This is an optimization exercise on Yosys and OpenROAD, whose aim is small area, a short achievable clock period and few clock cycles, not a production implementation.
Where RTL was checked, it was by simulation tests only, not by an equivalence proof against the original.
For runs 4 and 5, only the layout was checked, not whether the RTL still works.
Power is estimated from default activity; no workload was simulated.

## flow/design.v (module list and top-level ports; edited modules follow where they fit)
// module sdiv_op: 136 lines
// module sdiv_sub: 245 lines
// module sdiv_sub5: 41 lines
// module sdiv_pg0c: 4 lines
// module sdiv_pg0: 4 lines
// module sdiv_xnor: 3 lines
// module sdiv_oai_en: 3 lines
// module sdiv_oai: 4 lines
// module sdiv_aoi: 4 lines
// module sdiv_inv2: 4 lines
// module sdiv_abs: 173 lines
// module sdiv_nor2: 3 lines
// module sdiv_nand2: 3 lines
// module sdiv_inv1: 3 lines
// module sdiv_msb: 99 lines
// module sdiv_pm: 3 lines
// module sdiv_or2: 3 lines
// module sdiv_dnext: 18 lines
module sdiv_op #(parameter INPUTS = 2,
		parameter OUTPUTS = 1,
		parameter DATA_IN_SIZE = 32,
		parameter DATA_OUT_SIZE = 32)
		(
		input clk,
		input rst,
		input [INPUTS * (DATA_IN_SIZE)- 1 : 0]data_in_bus,
		input [INPUTS - 1 : 0]valid_in_bus,
		output [INPUTS - 1 : 0] ready_in_bus,
		output [OUTPUTS * (DATA_OUT_SIZE) - 1 : 0]data_out_bus,
		output [OUTPUTS - 1 : 0]valid_out_bus,
		input [OUTPUTS - 1 : 0] ready_out_bus
);
  // ...
==> flow/flow/run.sh <==
#!/bin/bash
# The standard layout, with small plain buffers on the ports instead of the
# delay cells buffer_ports picks by default. Every port still gets a buffer.
set -euo pipefail
export BUFFER_PORTS_ARGS="-buffer_cell sky130_fd_sc_hd__buf_1"
bash standard.sh > standard.log 2>&1
==> flow/standard.sh <==
#!/bin/bash
# synth_recipe.tcl (not shown) runs the flow's synth.tcl, then flattens the netlist and writes it again
# the make line also repeats each setting of config.mk as NAME=value (left out here)
make -C /OpenROAD-flow-scripts/flow DESIGN_CONFIG=/design/flow/config.mk WORK_HOME=/design/flow/orfs CLKGATE_MAP_FILE= SYNTH_SCRIPT=/design/flow/synth_recipe.tcl "${@:-finish}"
==> flow/config.mk <==
export PLATFORM = sky130hd
export DESIGN_NAME = sdiv_op
export DESIGN_NICKNAME = sdiv_op
export VERILOG_FILES = /design/flow/design.v
export SDC_FILE = /design/flow/constraint.sdc
export NUM_CORES = 4
export LEC_CHECK = 0
export CAP_MARGIN = 20
export CORE_MARGIN = 2
export CORE_UTILIZATION = 65
export CTS_BUF_LIST = sky130_fd_sc_hd__clkbuf_4 sky130_fd_sc_hd__clkbuf_8
export PLACE_DENSITY = 0.75
export SETUP_SLACK_MARGIN = 2.8
export SLEW_MARGIN = 20
export SYNTH_HIERARCHICAL = 1
==> flow/constraint.sdc <==
create_clock -name core_clock -period 5.0 [get_ports {clk}]
set_input_delay 1.0000 -clock core_clock [delete_from_list [all_inputs] [get_ports {clk}]]
set_output_delay 1.0000 -clock core_clock [all_outputs]
set_load 0.01 [all_outputs]
==> run summary, run 1 <==
most used cell along the critical path=buf_6; Sw Share=0.487; Hold WS=479 ps; DR vias=12100; Post-Syn Area per Cell=8.37 um^2; sequential cell area share=0.219; Slew HR=0.356; clock buffer depth=2; fin area=0.0149 mm^2; CTS Hold Bufs=0; n_diodes=0; mapped cell area=0.0127 mm^2; CTS HTree Levels=4; final wirelength=40500 um; MaxCap Viol Count=0; Residual DRC=0; Worst-Margin Slew=967 ps; clk slew on worst S/H paths=90 ps; Num Clock Sinks=120; total global-route track usage=0.374; Worst Path Required=5360 ps; DRT iter0 DRCs=1214; P&R area growth vs syn=17.9%; status=timing/DRC/antenna clean; worst setup path startpoint=r[17]$_DFFE_PP_; sequential power=1980 uW; GRT met1 Usage=0.475; Filler Cell Count=1394; final-stage net count=1745; vias per cell=6.20; Post-DP HPWL=27200 um; crit-path cells=buf_4, buf_6, buf_6, a21o_1, a21o_1, a21o_1, a21o_1, buf_4, buf_6, buf_6, buf_6, xnor2_4, xor2_1; Wirelength per Cell=20.7 um
Testbench counts, summed over its fixed seeds: cycles 16,327.
==> run 2: changes to the inputs <==
--- a/flow/config.mk
+++ b/flow/config.mk
@@ -11,5 +11,5 @@
 export CTS_BUF_LIST = sky130_fd_sc_hd__clkbuf_4 sky130_fd_sc_hd__clkbuf_8
 export PLACE_DENSITY = 0.75
-export SETUP_SLACK_MARGIN = 2.8
+export SETUP_SLACK_MARGIN = 2.7
 export SLEW_MARGIN = 20
 export SYNTH_HIERARCHICAL = 1
==> run summary, run 2 <==
initial core utilization=0.657 (unchanged); total global-route track usage=0.366 (was 0.374); Hold Vio Cnt, Final=0 (unchanged); DRT iter0 DRCs=1232 (was 1214); Worst Path Required=5320 ps (was 5360 ps); synth warn=7 (unchanged); mapped cell area=0.0127 mm^2 (unchanged); MaxCap Viol Count=0 (unchanged); Crit Path Class=reg2reg (unchanged); clk slew on worst S/H paths=100 ps (was 90 ps); first-pass GRT wire length=57800 um (was 59000 um); Worst-Margin Slew=989 ps (was 967 ps); f_max=418 MHz (was 415 MHz); Die Area=0.0206 mm^2 (unchanged); setup tns final=0 ps (unchanged); worst clock skew=23.5 ps (was 17.5 ps); Post-Syn Area per Cell=8.37 um^2 (unchanged); pwr dens=572 mW/mm^2 (was 578 mW/mm^2); initial antenna violation count=0 (unchanged); layout cell share with drive strength beyond 1=0.312 (was 0.336); CTS buffer count=17 (unchanged); FF-to-FF Start=shr[3]$_DFF_P_ (was r[17]$_DFFE_PP_); Post-Synthesis Cells=1511 (unchanged); post-route ant nets=0 (unchanged); Total Power=8330 uW (was 8620 uW); worst hold-check path type=in2async (unchanged); Root Buffer=clkbuf_8 (unchanged); Placeable Area=0.0193 mm^2 (unchanged); Final Cycle Share=0.479 (was 0.481); status=timing/DRC/antenna clean (unchanged); placed cell areas=0.0131 mm^2 (was 0.0132 mm^2); most common cell after layout, fill and taps aside=nor2_1 (unchanged); Regs by FF count=d x32, q x32, r x32 (unchanged); CTS Hold Bufs=0 (unchanged); R2R setup slack=2600 ps (was 2590 ps); P&R area growth vs syn=15.1% (was 17.9%); nature of the critical path endpoint=flip-flop (unchanged); largest net degree at the start of global routing=48 (was 55); io pins=104 (unchanged); Tmin final=2400 ps (was 2410 ps); Reg2Reg Depth=6 (was 13); final wirelength=38500 um (was 40500 um); port bufs=103 (unchanged); Worst-Skew Late Latency=480 ps (about the same); Filler Cell Count=1483 (was 1394); vias in the first global route=11100 (about the same); Leak=0.00617 uW (was 0.00632 uW); peak fanout along the critical path=21 (was 3); vias per cell=6.14 (was 6.20); DR vias=11900 (was 12100); Wirelength per Cell=19.9 um (was 20.7 um); Slew HR=0.341 (was 0.356); final setup fails=0 (unchanged); most frequent cells in the layout=nor2_1 (171), nand2_1 (151), inv_1 (123), buf_1 (101), buf_4 (85) (was nor2_1 (153), nand2_1 (150), inv_1 (117), buf_1 (101), buf_4 (89)); TritonRoute pass-1 iters=5 (was 6); RD Place Congestion=0.973 (was 0.980); Die H=144 um (unchanged); final core occ=0.756 (was 0.774); Post-DP HPWL=26600 um (was 27200 um); VDD IR max=0.287 mV (was 0.350 mV); Residual DRC=0 (unchanged); Critical Path Source Type=flip-flop (unchanged); Num Clock Sinks=120 (unchanged); Hold WS=487 ps (was 479 ps); floorplan die width=144 um (unchanged); Slew Limit Fails=0 (unchanged); fin area=0.0146 mm^2 (was 0.0149 mm^2); GRT Residual Overflow=0 (unchanged); site row count=51 (unchanged); clock buffer depth=2 (unchanged); CTS HTree Levels=4 (unchanged); CP arrival=2710 ps (was 2770 ps); RSZ-0062 raised after global routing=true (unchanged); RR Endpoint=d[28]$_DFF_P_ (was shr[0]$_DFF_P_); TritonCTS clock tree=done (unchanged); n_diodes=0 (unchanged); final-stage net count=1731 (was 1745)
==> run 2: through the flow <==
step	worst slack, ps	std cells
2_1_floorplan	2510	1514
3_3_place_gp	2190	1820
3_5_place_dp	2230	1820
4_1_cts	2680	1923
5_1_grt	2520	1937
6_report	2600	1937
==> run 2: how the worst max path moves through the flow <==
stage,from,to,slack [ps],cells past startpoint
after detailed placement,ready_out_bus[0],r[8]$_DFFE_PP_,2230,6
after global placement,ready_out_bus[0],r[1]$_DFFE_PP_,2190,6
final,shr[3]$_DFF_P_,d[28]$_DFF_P_,2600,6
after global routing,shr[3]$_DFF_P_,d[28]$_DFF_P_,2520,6
after CTS,r[15]$_DFFE_PP_,shr[4]$_DFF_P_,2680,12
after floorplan,ready_out_bus[0],q[0]$_SDFFCE_PP0P_,2510,2
==> run 2: layer usage <==
metal | part of all wire | GRT usage | up-vias | wire length [um]
met4 | 0.051 | 0.184 | 0 | 1950
li1 | - | - | 5436 | -
met5 | 0 | 0 | - | 0
met1 | 0.40 | 0.467 | 5690 | 15300
met2 | 0.48 | 0.601 | 624 | 18300
met3 | 0.075 | 0.0606 | 147 | 2900
==> run 2: critical path, cell delays in order (launching register included) <==
cell     delay [ps]
dfxtp_2         570
buf_4           340
mux2_2          360
nor3b_1         320
nor4_2          120
o21ai_0         350
a31oi_1         160
==> run 2: area by class of cell <==
type | count | area (um^2) | area share
clock inverters | 15 | 175 | 0.0120
inverters | 132 | 495 | 0.0340
multi-input cells | 1193 | 8930 | 0.613
flip-flops and latches | 120 | 3270 | 0.225
clock buffers | 17 | 234 | 0.0161
repair buffers | 195 | 1120 | 0.0771
well taps | 265 | 332 | 0.0228
==> run 2: report_power, final <==
| group | internal [uW] | total [uW] | switching, uW | leakage, uW |
|---|---|---|---|---|
| Combinational | 2450 | 5370 | 2920 | 0.00493 |
| Sequential | 1400 | 1990 | 583 | 0.00104 |
| Clock | 422 | 969 | 547 | 0.000201 |
==> run 2: repair_timing <==
action / 4_1_cts / 5_1_grt
endpoints found under the hold margin: 0 / 0
gates cloned: 3 / 0
buffers inserted: 68 / 14
pin swaps: 25 / 29
resized for setup: 71 / 60
endpoints found under the setup margin: 80 / 68
==> run 3: changes to the inputs <==
--- a/flow/config.mk
+++ b/flow/config.mk
@@ -11,5 +11,5 @@
 export CTS_BUF_LIST = sky130_fd_sc_hd__clkbuf_4 sky130_fd_sc_hd__clkbuf_8
 export PLACE_DENSITY = 0.75
-export SETUP_SLACK_MARGIN = 2.7
+export SETUP_SLACK_MARGIN = 2.6
 export SLEW_MARGIN = 20
 export SYNTH_HIERARCHICAL = 1
==> run summary, run 3 <==
CTS Hold Bufs=0 (unchanged); Placeable Area=0.0193 mm^2 (unchanged); io pins=104 (unchanged); Multi-input gate area=0.00883 mm^2 (was 0.00893 mm^2); P&R area growth vs syn=11.5% (was 15.1%); Slew HR=0.333 (was 0.341); Final Cycle Share=0.489 (was 0.479); metal3 WL=2620 um (was 2900 um); Hold Vio Cnt, Final=0 (unchanged); Leak=0.00595 uW (was 0.00617 uW); most frequent cells in the layout=nor2_1 (174), nand2_1 (152), inv_1 (127), buf_1 (101), a21o_1 (84) (was nor2_1 (171), nand2_1 (151), inv_1 (123), buf_1 (101), buf_4 (85)); CP arrival=2780 ps (was 2710 ps); initial antenna violation count=0 (unchanged); NetSw=3940 uW (was 4050 uW); detailed-routed wire length on met2=17300 um (was 18300 um); R2R setup slack=2560 ps (was 2600 ps); RSZ-0062 raised after global routing=true (unchanged); setup tns final=0 ps (unchanged); Regs by FF count=d x32, q x32, r x32 (unchanged); CTS HTree Levels=4 (unchanged); sequential share of power=0.249 (was 0.238); GRT Residual Overflow=0 (unchanged); synth warn=7 (unchanged); pwr dens=570 mW/mm^2 (was 572 mW/mm^2); DRT iter0 DRCs=1093 (was 1232); n_diodes=0 (unchanged); vias in the first global route=10600 (was 11100); final wirelength=36500 um (was 38500 um); Slew Limit Fails=0 (unchanged); clk slew on worst S/H paths=90 ps (was 100 ps); Sw Share=0.490 (was 0.486); worst hold-check path type=in2async (unchanged); nature of the critical path endpoint=flip-flop (unchanged); cell internal pwr=4100 uW (was 4280 uW); TritonCTS clock tree=done (unchanged); Post-DP HPWL=26800 um (was 26600 um); mapped cell area=0.0127 mm^2 (unchanged); final-stage net count=1695 (was 1731); f_max=409 MHz (was 418 MHz); Post-Syn Area per Cell=8.37 um^2 (unchanged); Crit Path Class=reg2reg (unchanged); MaxCap Viol Count=0 (unchanged); DRT met1 WL=15200 um (was 15300 um); Post-Synthesis Cells=1511 (unchanged); Wirelength per Cell=19.2 um (was 19.9 um); final setup fails=0 (unchanged); floorplan die width=144 um (unchanged); Worst-Skew Late Latency=460 ps (was 480 ps); total global-route track usage=0.349 (was 0.366); layout cell share with drive strength beyond 1=0.289 (was 0.312); peak fanout along the critical path=8 (was 21); clock share of power=0.111 (was 0.116); DR vias=11400 (was 11900); clock buffer depth=2 (unchanged); Critical Path Source Type=flip-flop (unchanged); Worst-Margin Slew=1000 ps (was 989 ps); initial core utilization=0.657 (unchanged); Residual DRC=0 (unchanged); Filler Cell Count=1554 (was 1483); Root Buffer=clkbuf_8 (unchanged); Reg area=0.00324 mm^2 (was 0.00327 mm^2); DP Cell Count=1821 (was 1820); worst clock skew=17.1 ps (was 23.5 ps); Non-Filler Instances=1901 (was 1937); Num Clock Sinks=120 (unchanged); Die H=144 um (unchanged); uppermost routed layer=met4 (unchanged); most common cell after layout, fill and taps aside=nor2_1 (unchanged); VDD IR max=0.290 mV (was 0.287 mV); vias per cell=6.00 (was 6.14); port bufs=103 (unchanged); Tmin final=2440 ps (was 2400 ps); RD Place Congestion=1.03 (was 0.973); status=timing/DRC/antenna clean (unchanged); site row count=51 (unchanged); largest net degree at the start of global routing=55 (was 48); Worst Path Required=5340 ps (was 5320 ps); Total Power=8040 uW (was 8330 uW); first-pass GRT wire length=55600 um (was 57800 um); CTS buffer count=17 (unchanged); TritonRoute pass-1 iters=6 (was 5); Logic pwr share=0.640 (was 0.645); post-route ant nets=0 (unchanged); Die Area=0.0206 mm^2 (unchanged)
run 3: final timing paths:
| path | startpoint | endpoint | depth (start not counted) |
|---|---|---|---|
| max | d[31]$_DFF_P_ | shr[4]$_DFF_P_ | 11 |
| min | rst | ov$_DFF_PP0_ | 2 |
| max reg2reg | d[31]$_DFF_P_ | shr[4]$_DFF_P_ | 11 |
| min reg2reg | q[17]$_SDFFCE_PP0P_ | q[18]$_SDFFCE_PP0P_ | 1 |
| max in group asynchronous | rst | rdy$_DFF_PP1_ | 2 |
| min in group core_clock | q[17]$_SDFFCE_PP0P_ | q[18]$_SDFFCE_PP0P_ | 1 |
run 3: per-layer routing:
metal | vias to the layer above | global-route usage
met5 | - | 0
met4 | 0 | 0.125
met3 | 104 | 0.0603
met2 | 534 | 0.572
met1 | 5404 | 0.467
li1 | 5369 | -
run 3: worst max-delay path, cell delays in order, from the launching register on:
cell,delay (ps)
dfxtp_2,390
or2_1,250
or2_4,270
or2_4,270
or2_4,280
inv_1,60
a21o_1,180
nor2b_4,190
nor2_1,70
a21oi_2,140
inv_1,70
xor2_1,150
run 3: final cells by class:
class                           count  share of cell area
Clock buffer                       17              0.0166
Clock inverter                     15              0.0107
Inverter                          132              0.0351
Multi-Input combinational cell   1193               0.626
Sequential cell                   120               0.229
Tap cell                          265              0.0235
Timing Repair Buffer              159              0.0590
run 3: metrics by stage:
stage / area (um^2) / util / setup WS, ps / hold slack, ps
after floorplan: 12700 / - / 2510 / 512
after global placement: 13100 / 0.681 / 2000 / 523
after detailed placement: 13100 / 0.681 / 2010 / 533
after CTS: 13800 / 0.718 / 2600 / 500
after global routing: 14100 / 0.732 / 2500 / 513
final: 14100 / 0.732 / 2560 / 500
run 3: repair_timing:
| item | 4_1_cts | 5_1_grt |
|---|---|---|
| pin swaps | 3 | 14 |
| gates resized for setup | 29 | 58 |
| setup buffers | 28 | 17 |
| cloned | 3 | 0 |
| endpoints found under the setup margin | 62 | 66 |
run 3: power by group through the flow:
stage                     Sequential [uW]  Clock [uW]  Combinational [uW]
after CTS                            1980         898                4830
after global routing                 2060         932                5510
after global placement               1960           0                4740
after floorplan                      1630           0                4000
after detailed placement             1990           0                4770
final                                2010         893                5140
==> module sdiv_op, before the edit <==
module sdiv_op #(parameter INPUTS = 2,
		parameter OUTPUTS = 1,
		parameter DATA_IN_SIZE = 32,
		parameter DATA_OUT_SIZE = 32)
		(
		input clk,
		input rst,
		input [INPUTS * (DATA_IN_SIZE)- 1 : 0]data_in_bus,
		input [INPUTS - 1 : 0]valid_in_bus,
		output [INPUTS - 1 : 0] ready_in_bus,
		output [OUTPUTS * (DATA_OUT_SIZE) - 1 : 0]data_out_bus,
		output [OUTPUTS - 1 : 0]valid_out_bus,
		input [OUTPUTS - 1 : 0] ready_out_bus
);
	localparam S_ACC = 4'b0001, S_PRE = 4'b0010, S_SHF = 4'b0100, S_DIV = 4'b1000;
	reg [3:0]  state;
	reg        rdy;       
	reg [1:0]  rin;       
	reg [1:0]  got;       
	reg        ov;        
	reg [31:0] r;         
	reg [31:0] d;         
	reg [31:0] q;         
	reg [4:0]  cnt;       
	reg [4:0]  shr;       
	reg        zq;        
	reg        sa, sb;    
	reg        cin_f;     
	reg        sb_f;      
	wire [1:0] rdy2 = {2{rdy}} & ~got;    
	assign ready_in_bus = rin;
	wire [1:0] fire = valid_in_bus & rdy2;
	wire [1:0] got_n = got | fire;
	wire qfree = ~ov | ready_out_bus[0];
	wire sq = sa ^ sb;
	wire [31:0] ain = data_in_bus[31:0];
	wire [31:0] bin = data_in_bus[63:32];
	wire [31:0] aabs;
	sdiv_abs u_abs (.a(ain), .y(aabs));
	wire [31:0] diff;
	wire qb, rsel;
	wire ren = state[3] | (state[1] & sq & qfree);
	sdiv_sub u_sub (.r(r), .d(d), .cin(cin_f), .en(ren), .diff(diff), .ge(qb), .ge_en(rsel));
	wire take = rdy & (&got_n);
	wire [31:0] d_nx;
	sdiv_dnext u_dn (.ld(rdy2[1]), .ldv(bin ^ {32{bin[31]}}), .shf(state[2]), .fill(sb_f), .s(shr),
		.div(state[3]), .d(d), .y(d_nx));
	wire [4:0] mr, md, sh;
	wire sh_ge;
	sdiv_msb u_mr (.x(r), .m(mr));
	sdiv_msb u_md (.x(d), .m(md));
	sdiv_sub5 u_sh (.r(mr), .d(md), .cin(1'b1), .diff(sh), .ge(sh_ge));
	assign valid_out_bus = ov;
	assign data_out_bus = q;
	reg [3:0] state_n;
	reg       rdy_n, ov_n;
	reg [1:0] got_nx;
	always @* begin
		state_n = state;
		rdy_n = rdy;
		ov_n = ov & ~ready_out_bus[0];
		got_nx = got;
		if (rdy) got_nx = take ? 2'b00 : got_n;
		case (1'b1)
			state[0]: begin
				if (zq) ov_n = 1'b1;
				if (take) begin
					state_n = S_PRE;
					rdy_n = 1'b0;
				end
			end
			state[1]: if (qfree) begin
				if (~qb) begin
					state_n = S_ACC;
					rdy_n = 1'b1;
				end else
					state_n = S_SHF;
			end
			state[2]: begin
				state_n = S_DIV;
				rdy_n = (shr == 5'd0);
			end
			default: begin
				rdy_n = (cnt == 5'd1);
				if (cnt == 5'd0) begin
					ov_n = 1'b1;
					if (take) state_n = S_PRE;
					else begin
						state_n = S_ACC;
						rdy_n = 1'b1;
					end
				end
			end
		endcase
	end
	always @(posedge clk, posedge rst)
		if (rst) begin
			state <= S_ACC;
			zq <= 1'b0;
			rdy <= 1'b1;
			rin <= 2'b11;
			got <= 2'b00;
			ov <= 1'b0;
		end else begin
			state <= state_n;
			zq <= state[1] & qfree & ~qb;
			rdy <= rdy_n;
			rin <= {2{rdy_n}} & ~got_nx;
			got <= got_nx;
			ov <= ov_n;
		end
	always @(posedge clk) begin
		case (1'b1)
			state[0]: if (zq) q <= 32'd0;
			state[1]: if (qfree) begin
				q <= {32{sq}};
			end
			state[3]: begin
				q <= {q[30:0], qb ^ sq};
				cnt <= cnt - 5'd1;
			end
			default: ;
		endcase
		if (rdy2[0]) r <= aabs;
		else if (rsel) r <= diff;
		if (rdy2[0]) sa <= ain[31];
		d <= d_nx;
		shr <= sh;
		if (state[2]) cnt <= shr;
		if (rdy2[1]) begin
			sb <= bin[31];
			sb_f <= bin[31];
			cin_f <= ~bin[31];
		end
	end
endmodule
==> module sdiv_dnext, before the edit <==
module sdiv_dnext (
	input         ld,
	input  [31:0] ldv,
	input         shf,
	input         fill,
	input  [4:0]  s,
	input         div,
	input  [31:0] d,
	output [31:0] y
);
	wire [31:0] y0 = s[0] ? {d[30:0],  {1{fill}}}  : d;
	wire [31:0] y1 = s[1] ? {y0[29:0], {2{fill}}}  : y0;
	wire [31:0] y2 = s[2] ? {y1[27:0], {4{fill}}}  : y1;
	wire [31:0] y3 = s[3] ? {y2[23:0], {8{fill}}}  : y2;
	wire [31:0] dsh = s[4] ? {y3[15:0], {16{fill}}} : y3;
	wire [31:0] base = ld ? ldv : (div ? {1'b0, d[31:1]} : d);
	assign y = shf ? dsh : base;
endmodule
==> run 4: changes to the inputs <==
--- a/flow/design.v
+++ b/flow/design.v
@@ -24,4 +24,5 @@
 	reg [4:0]  cnt;       
 	reg [4:0]  shr;       
+	reg [4:0]  shr2;      
 	reg        zq;        
 	reg        sa, sb;    
@@ -44,5 +45,5 @@
 	wire take = rdy & (&got_n);
 	wire [31:0] d_nx;
-	sdiv_dnext u_dn (.ld(rdy2[1]), .ldv(bin ^ {32{bin[31]}}), .shf(state[2]), .fill(sb_f), .s(shr),
+	sdiv_dnext u_dn (.ld(rdy2[1]), .ldv(bin ^ {32{bin[31]}}), .shf(state[2]), .fill(sb_f), .s(shr), .s2(shr2),
 		.div(state[3]), .d(d), .y(d_nx));
 	wire [4:0] mr, md, sh;
@@ -51,4 +52,7 @@
 	sdiv_msb u_md (.x(d), .m(md));
 	sdiv_sub5 u_sh (.r(mr), .d(md), .cin(1'b1), .diff(sh), .ge(sh_ge));
+	wire [4:0] sh2;
+	wire sh2_ge;
+	sdiv_sub5 u_sh2 (.r(mr), .d(md), .cin(1'b1), .diff(sh2), .ge(sh2_ge));
 	assign valid_out_bus = ov;
 	assign data_out_bus = q;
@@ -127,4 +131,5 @@
 		d <= d_nx;
 		shr <= sh;
+		shr2 <= sh2;
 		if (state[2]) cnt <= shr;
 		if (rdy2[1]) begin
@@ -740,13 +745,21 @@
 	input         fill,
 	input  [4:0]  s,
+	input  [4:0]  s2,
 	input         div,
 	input  [31:0] d,
 	output [31:0] y
 );
-	wire [31:0] y0 = s[0] ? {d[30:0],  {1{fill}}}  : d;
-	wire [31:0] y1 = s[1] ? {y0[29:0], {2{fill}}}  : y0;
-	wire [31:0] y2 = s[2] ? {y1[27:0], {4{fill}}}  : y1;
-	wire [31:0] y3 = s[3] ? {y2[23:0], {8{fill}}}  : y2;
-	wire [31:0] dsh = s[4] ? {y3[15:0], {16{fill}}} : y3;
+	wire [31:0] y0, y1, y2, y3, dsh;
+	genvar i;
+	generate
+		for (i = 0; i < 32; i = i + 1) begin : g
+			wire [4:0] c = (i < 16) ? s : s2;
+			assign y0[i]  = c[0] ? ((i >= 1)  ? d[i-1]   : fill) : d[i];
+			assign y1[i]  = c[1] ? ((i >= 2)  ? y0[i-2]  : fill) : y0[i];
+			assign y2[i]  = c[2] ? ((i >= 4)  ? y1[i-4]  : fill) : y1[i];
+			assign y3[i]  = c[3] ? ((i >= 8)  ? y2[i-8]  : fill) : y2[i];
+			assign dsh[i] = c[4] ? ((i >= 16) ? y3[i-16] : fill) : y3[i];
+		end
+	endgenerate
 	wire [31:0] base = ld ? ldv : (div ? {1'b0, d[31:1]} : d);
 	assign y = shf ? dsh : base;
--- a/flow/config.mk
+++ b/flow/config.mk
@@ -8,8 +8,8 @@
 export CAP_MARGIN = 20
 export CORE_MARGIN = 2
-export CORE_UTILIZATION = 65
+export CORE_UTILIZATION = 55
 export CTS_BUF_LIST = sky130_fd_sc_hd__clkbuf_4 sky130_fd_sc_hd__clkbuf_8
-export PLACE_DENSITY = 0.75
-export SETUP_SLACK_MARGIN = 2.6
+export PLACE_DENSITY = 0.65
+export SETUP_SLACK_MARGIN = 2.4
 export SLEW_MARGIN = 20
 export SYNTH_HIERARCHICAL = 1
==> run summary, run 4 <==
status=timing/DRC/antenna clean (unchanged); Wirelength per Cell=18.5 um (was 19.2 um); Root Buffer=clkbuf_8 (unchanged); Num Clock Sinks=125 (was 120); sequential share of power=0.482 (was 0.249); Critical Path Source Type=flip-flop (unchanged); CTS Hold Bufs=0 (unchanged); final-stage net count=1681 (was 1695); TritonCTS clock tree=done (unchanged); initial antenna violation count=0 (unchanged); MaxCap Viol Count=0 (unchanged); layout cell share with drive strength beyond 1=0.231 (was 0.289); Total Power=2240 uW (was 8040 uW); Logic pwr share=0.066 (was 0.640); peak fanout along the critical path=6 (was 8); Tmin final=2550 ps (was 2440 ps); P&R area growth vs syn=9.64% (was 11.5%); Crit Path Class=reg2reg (unchanged); final wirelength=35900 um (was 36500 um); worst hold-check path type=in2async (unchanged); DR vias=10900 (was 11400); TritonRoute pass-1 iters=5 (was 6); Post-Synthesis Cells=1513 (was 1511); floorplan die width=157 um (was 144 um); pwr dens=158 mW/mm^2 (was 570 mW/mm^2); post-route ant nets=0 (unchanged); Regs by FF count=d x32, q x32, r x32 (unchanged); NetSw=589 uW (was 3940 uW); CTS buffer count=17 (unchanged); Sw Share=0.263 (was 0.490); Slew HR=0.341 (was 0.333); DRT iter0 DRCs=1002 (was 1093); vias per cell=5.61 (was 6.00); Worst-Skew Late Latency=470 ps (was 460 ps); port bufs=103 (unchanged); Worst-Margin Slew=989 ps (was 1000 ps); VDD IR max=0.131 mV (was 0.290 mV); nature of the critical path endpoint=flip-flop (unchanged); vias in the first global route=9920 (was 10600); GRT Residual Overflow=0 (unchanged); Post-DP HPWL=27700 um (was 26800 um); Hold Vio Cnt, Final=0 (unchanged); setup tns final=0 ps (unchanged); RD Place Congestion=0.945 (was 1.03); cell internal pwr=1650 uW (was 4100 uW); CP arrival=2880 ps (was 2780 ps); Slew Limit Fails=0 (unchanged); clock buffer depth=2 (unchanged); n_diodes=0 (unchanged); initial core utilization=0.556 (was 0.657); site row count=56 (was 51); clock share of power=0.451 (was 0.111); most common cell after layout, fill and taps aside=nor2_1 (unchanged); worst clock skew=19.5 ps (was 17.1 ps); first-pass GRT wire length=54400 um (was 55600 um); io pins=104 (unchanged); final setup fails=0 (unchanged); Placeable Area=0.0233 mm^2 (was 0.0193 mm^2); Worst Path Required=5330 ps (was 5340 ps); f_max=392 MHz (was 409 MHz); total global-route track usage=0.288 (was 0.349); Post-Syn Area per Cell=8.54 um^2 (was 8.37 um^2); most frequent cells in the layout=nor2_1 (188), nand2_1 (141), inv_1 (140), buf_1 (101), o21ai_2 (81) (was nor2_1 (174), nand2_1 (152), inv_1 (127), buf_1 (101), a21o_1 (84)); Final Cycle Share=0.510 (was 0.489); CTS HTree Levels=4 (unchanged); synth warn=7 (unchanged); Residual DRC=0 (unchanged); Leak=0.00631 uW (was 0.00595 uW); RSZ-0062 raised after global routing=true (unchanged); clk slew on worst S/H paths=90 ps (about the same); largest net degree at the start of global routing=57 (was 55); Die Area=0.0247 mm^2 (was 0.0206 mm^2); Die H=157 um (was 144 um); mapped cell area=0.0129 mm^2 (was 0.0127 mm^2)
-- run 4: changes by cell type in the layout (fill, tap and decap cells not counted), moves of 12 or more --
cell	before	now
dfxtp_2	30	18
inv_1	127	140
mux2_1	2	32
nor2_1	174	188
nor2_2	15	2
dfxtp_1	3	23
mux4_2	34	19
mux2i_1	44	58
a21oi_1	46	30
mux4_1	0	14
mux2_2	61	35
buf_4	53	34
-- run 4: worst paths after layout --
kind                            startpoint                 end  slack, ps  cells past startpoint
setup reg to reg           r[30]$_DFFE_PP_     shr2[0]$_DFF_P_       2450                     10
setup / recovery           r[30]$_DFFE_PP_     shr2[0]$_DFF_P_       2450                     10
max in group asynchronous              rst  state[0]$_DFF_PP1_       4170                      2
hold reg to reg               zq$_DFF_PP0_        ov$_DFF_PP0_        520                      2
hold / removal                         rst    got[1]$_DFF_PP0_        490                      2
min in group core_clock       zq$_DFF_PP0_        ov$_DFF_PP0_        520                      2
-- run 4: power groups by stage --
stage / Sequential [uW] / Combinational (uW) / Clock (uW)
after floorplan: 1100 / 101 / 0
after global placement: 1110 / 147 / 0
after detailed placement: 1110 / 148 / 0
after CTS: 1080 / 149 / 1030
after global routing: 1080 / 164 / 1070
final: 1080 / 149 / 1010
-- run 4: repair_timing --
item	4_1_cts	5_1_grt
setup buffers	9	16
resized for setup	13	27
pin swaps	1	6
endpoints found under the setup margin	40	42
gates cloned	0	1
-- run 4: critical path, stage by stage (launching register included) --
cell      delay (ps)
edfxtp_1         430
or2_1            300
or2_4            270
or2_4            300
or2_4            280
inv_1             60
a21o_1           140
buf_4            110
buf_4            120
xnor2_1           80
xor2_1           320
-- run 4: area by class of cell --
cell class                 instances  area [um^2]
sequential                       125         3310
tap                              319          399
fill                            2175         9090
timing repair buffer             137          644
inverter                         142          533
multi-input combinational       1186         8850
clock inverter                    15          200
clock buffer                      17          234
-- run 4: per-stage QoR --
stage	worst slack [ps]	utilization	hold WS (ps)	instances	cell area, um^2
2_1_floorplan	2630	-	467	1519	12900
3_3_place_gp	2120	0.578	489	1883	13400
3_5_place_dp	2090	0.578	492	1883	13400
4_1_cts	2400	0.601	480	1924	14000
5_1_grt	2370	0.609	504	1941	14200
6_report	2450	0.609	485	1941	14200
-- run 4: metal layers --
layer | track usage | routed length, um | vias to the layer above
met1 | 0.404 | 16300 | 5114
met2 | 0.446 | 16200 | 391
li1 | - | - | 5325
met4 | 0.0987 | 1040 | 0
met5 | 0 | 0 | -
met3 | 0.0540 | 2450 | 63
==> run 5: changes to the inputs <==
--- a/flow/config.mk
+++ b/flow/config.mk
@@ -11,5 +11,5 @@
 export CTS_BUF_LIST = sky130_fd_sc_hd__clkbuf_4 sky130_fd_sc_hd__clkbuf_8
 export PLACE_DENSITY = 0.65
-export SETUP_SLACK_MARGIN = 2.4
+export SETUP_SLACK_MARGIN = 2.7
 export SLEW_MARGIN = 20
 export SYNTH_HIERARCHICAL = 1
==> run summary, run 5 <==
Num Clock Sinks=125 (unchanged); RR Endpoint=shr2[4]$_DFF_P_ (was shr2[0]$_DFF_P_); DRT iter0 DRCs=1095 (was 1002); Post-Synthesis Cells=1513 (unchanged); Residual DRC=0 (unchanged); peak fanout along the critical path=6 (unchanged); Place WS=2270 ps (was 2090 ps); pwr dens=141 mW/mm^2 (was 158 mW/mm^2); RD Place Congestion=0.963 (was 0.945); Post-Syn Area per Cell=8.54 um^2 (unchanged); layout cell share with drive strength beyond 1=0.308 (was 0.231); site row count=56 (unchanged); port bufs=103 (unchanged); Critical Path Source Type=flip-flop (unchanged); initial antenna violation count=0 (unchanged); TritonCTS clock tree=done (unchanged); final-stage net count=1751 (was 1681); clock buffer depth=2 (unchanged); R2R setup slack=2590 ps (was 2450 ps); FF-to-FF Start=r[27]$_DFFE_PP_ (was r[30]$_DFFE_PP_); mapped cell area=0.0129 mm^2 (unchanged); status=timing/DRC/antenna clean (unchanged); Leak=0.00674 uW (was 0.00631 uW); Slew Limit Fails=0 (unchanged); most common cell after layout, fill and taps aside=nor2_1 (unchanged); CP arrival=2800 ps (was 2880 ps); Final Cycle Share=0.483 (was 0.510); Hold Vio Cnt, Final=0 (unchanged); RSZ-0062 raised after global routing=true (unchanged); Worst-Skew Late Latency=470 ps (about the same); Worst Path Required=5390 ps (was 5330 ps); n_diodes=0 (unchanged); Worst-Margin Slew=1000 ps (was 989 ps); Total Power=2130 uW (was 2240 uW); most frequent cells in the layout=nor2_1 (163), nand2_1 (138), inv_1 (128), buf_1 (101), buf_4 (93) (was nor2_1 (188), nand2_1 (141), inv_1 (140), buf_1 (101), o21ai_2 (81)); post-route ant nets=0 (unchanged); Slew HR=0.333 (was 0.341); TritonRoute pass-1 iters=5 (unchanged); Placeable Area=0.0233 mm^2 (unchanged); setup tns final=0 ps (unchanged); io pins=104 (unchanged); final wirelength=38400 um (was 35900 um); most used cell along the critical path=or2_1 (was or2_4); slowest cell delay on critical path=400 ps (was 430 ps); vias per cell=5.62 (was 5.61); Tmin final=2410 ps (was 2550 ps); DP Cell Count=1882 (was 1883); Wirelength per Cell=19.1 um (was 18.5 um); clk slew on worst S/H paths=90 ps (about the same); P&R area growth vs syn=16.7% (was 9.64%); worst hold-check path type=in2async (unchanged); Post-DP HPWL=27400 um (was 27700 um); synth warn=7 (unchanged); largest net degree at the start of global routing=57 (unchanged); Die H=157 um (unchanged); GRT Residual Overflow=0 (unchanged); worst clock skew=18.7 ps (was 19.5 ps); crit-path cells=or2_1, or2_1, or2_4, buf_6, inv_2, a21o_1, a21o_4, nor2b_4, o21ai_2, a21oi_2, inv_1, xor2_1 (was or2_1, or2_4, or2_4, or2_4, inv_1, a21o_1, buf_4, buf_4, xnor2_1, xor2_1); nature of the critical path endpoint=flip-flop (unchanged); Die Area=0.0247 mm^2 (unchanged); Root Buffer=clkbuf_8 (unchanged); Regs by FF count=d x32, q x32, r x32 (unchanged); initial core utilization=0.556 (unchanged); Worst Setup Slack, final=2590 ps (was 2450 ps); MaxCap Viol Count=0 (unchanged); CTS Hold Bufs=0 (unchanged); Hold WS=483 ps (was 485 ps); DR vias=11300 (was 10900); CTS buffer count=17 (unchanged); final setup fails=0 (unchanged); vias in the first global route=10400 (was 9920); floorplan die width=157 um (unchanged); CP max stage cell=edfxtp_1 (unchanged); Crit Path Class=reg2reg (unchanged); VDD IR max=0.114 mV (was 0.131 mV); total global-route track usage=0.307 (was 0.288); Reg2Reg Depth=12 (was 10); f_max=414 MHz (was 392 MHz); Filler Cell Count=2022 (was 2175); Non-Filler Instances=2011 (was 1941); CTS HTree Levels=4 (unchanged); first-pass GRT wire length=58000 um (was 54400 um)
[run 5: worst max path at each step]
stage                    start               to  slack, ps  cells past startpoint
3_3_place_gp   data_in_bus[31]  r[30]$_DFFE_PP_       2310                      4
4_1_cts          d[31]$_DFF_P_   shr[3]$_DFF_P_       2630                     11
2_1_floorplan  r[30]$_DFFE_PP_  shr2[4]$_DFF_P_       2680                     13
5_1_grt        r[17]$_DFFE_PP_  shr2[4]$_DFF_P_       2500                     12
3_5_place_dp   data_in_bus[31]  r[30]$_DFFE_PP_       2270                      4
6_report       r[27]$_DFFE_PP_  shr2[4]$_DFF_P_       2590                     12
[run 5: critical path, delay by kind of cell, from the launching register on]
kind	cells	cell delay (ps)
XOR/XNOR	1	140
buffers and inverters	3	220
AND/OR/NAND/NOR	4	910
AO/OA/AOI/OAI	4	660
flip-flops	1	400
[run 5: metrics by stage]
step	area (um^2)	utilization
6_report	15100	0.648
3_5_place_dp	13500	0.578
2_1_floorplan	13000	-
5_1_grt	15100	0.648
3_3_place_gp	13500	0.578
4_1_cts	14600	0.626
[run 5: power by group]
part | switching [uW] | internal [uW] | total, uW
clock network | 503 | 410 | 913
registers | 5.58 | 1060 | 1070
logic | 85.6 | 63.5 | 149
total | 594 | 1540 | 2130
[run 5: cell type report]
cell class / count / area, um^2 / share of cell area
clock buffers: 17 / 234 / 0.0155
inverters: 142 / 533 / 0.0353
flip-flops and latches: 125 / 3400 / 0.225
repair buffers: 206 / 1250 / 0.0831
well taps: 319 / 399 / 0.0265
multi-input cells: 1187 / 9110 / 0.604
clock inverters: 15 / 151 / 0.0100
[run 5: per-layer routing]
metal,vias to the layer above,track usage,share of wire
li1,5474,-,-
met1,5332,0.439,0.45
met2,417,0.469,0.44
met3,71,0.0501,0.070
met4,0,0.110,0.038
met5,-,0,0
[run 5: repair_timing]
| item | CTS | global route |
|---|---|---|
| resized for setup | 81 | 80 |
| pin swaps | 24 | 41 |
| cloned | 2 | 1 |
| endpoints found under the setup margin | 81 | 75 |
| setup buffers | 62 | 32 |

## port drivers added, routing unchanged
How much do the figures lean on ideal ports? The routed layouts below were timed once more, with nothing changed but the port constraints.
Step 1: set_driving_cell puts a clkbuf_16 on clk and a buf_2 on each other input, an assumption about the parent block.
Step 2 adds t to the input delays and takes it off the output delays; t is the mean of the earliest and latest rising clock arrival at the registers after step 1. Input paths then give back, and output paths get back, about the clock's delay inside the block.
Three values: ideal ports, drivers, drivers and shift; two values: the first two.
run | t (ns) | setup WS [ns] | worst setup path at the end | slew at the worst register clock pin (ns)
run 1 | 0.514 | 2.593 / 2.593 / 2.389 | input to register | 0.10 / 0.10
run 2 | 0.514 | 2.605 / 2.605 / 2.284 | input to register | 0.11 / 0.11
run 3 | 0.489 | 2.556 / 2.556 / 2.237 | input to register | 0.10 / 0.10
run 4 | 0.504 | 2.451 / 2.451 / 2.274 | input to register | 0.10 / 0.10
run 5 | 0.504 | 2.585 / 2.585 / 2.283 | input to register | 0.09 / 0.09
After both steps every run listed still meets setup and hold. The setup slack of run 2, which loses most, moves by 0.000 ns with the drivers and by -0.321 ns with both steps.
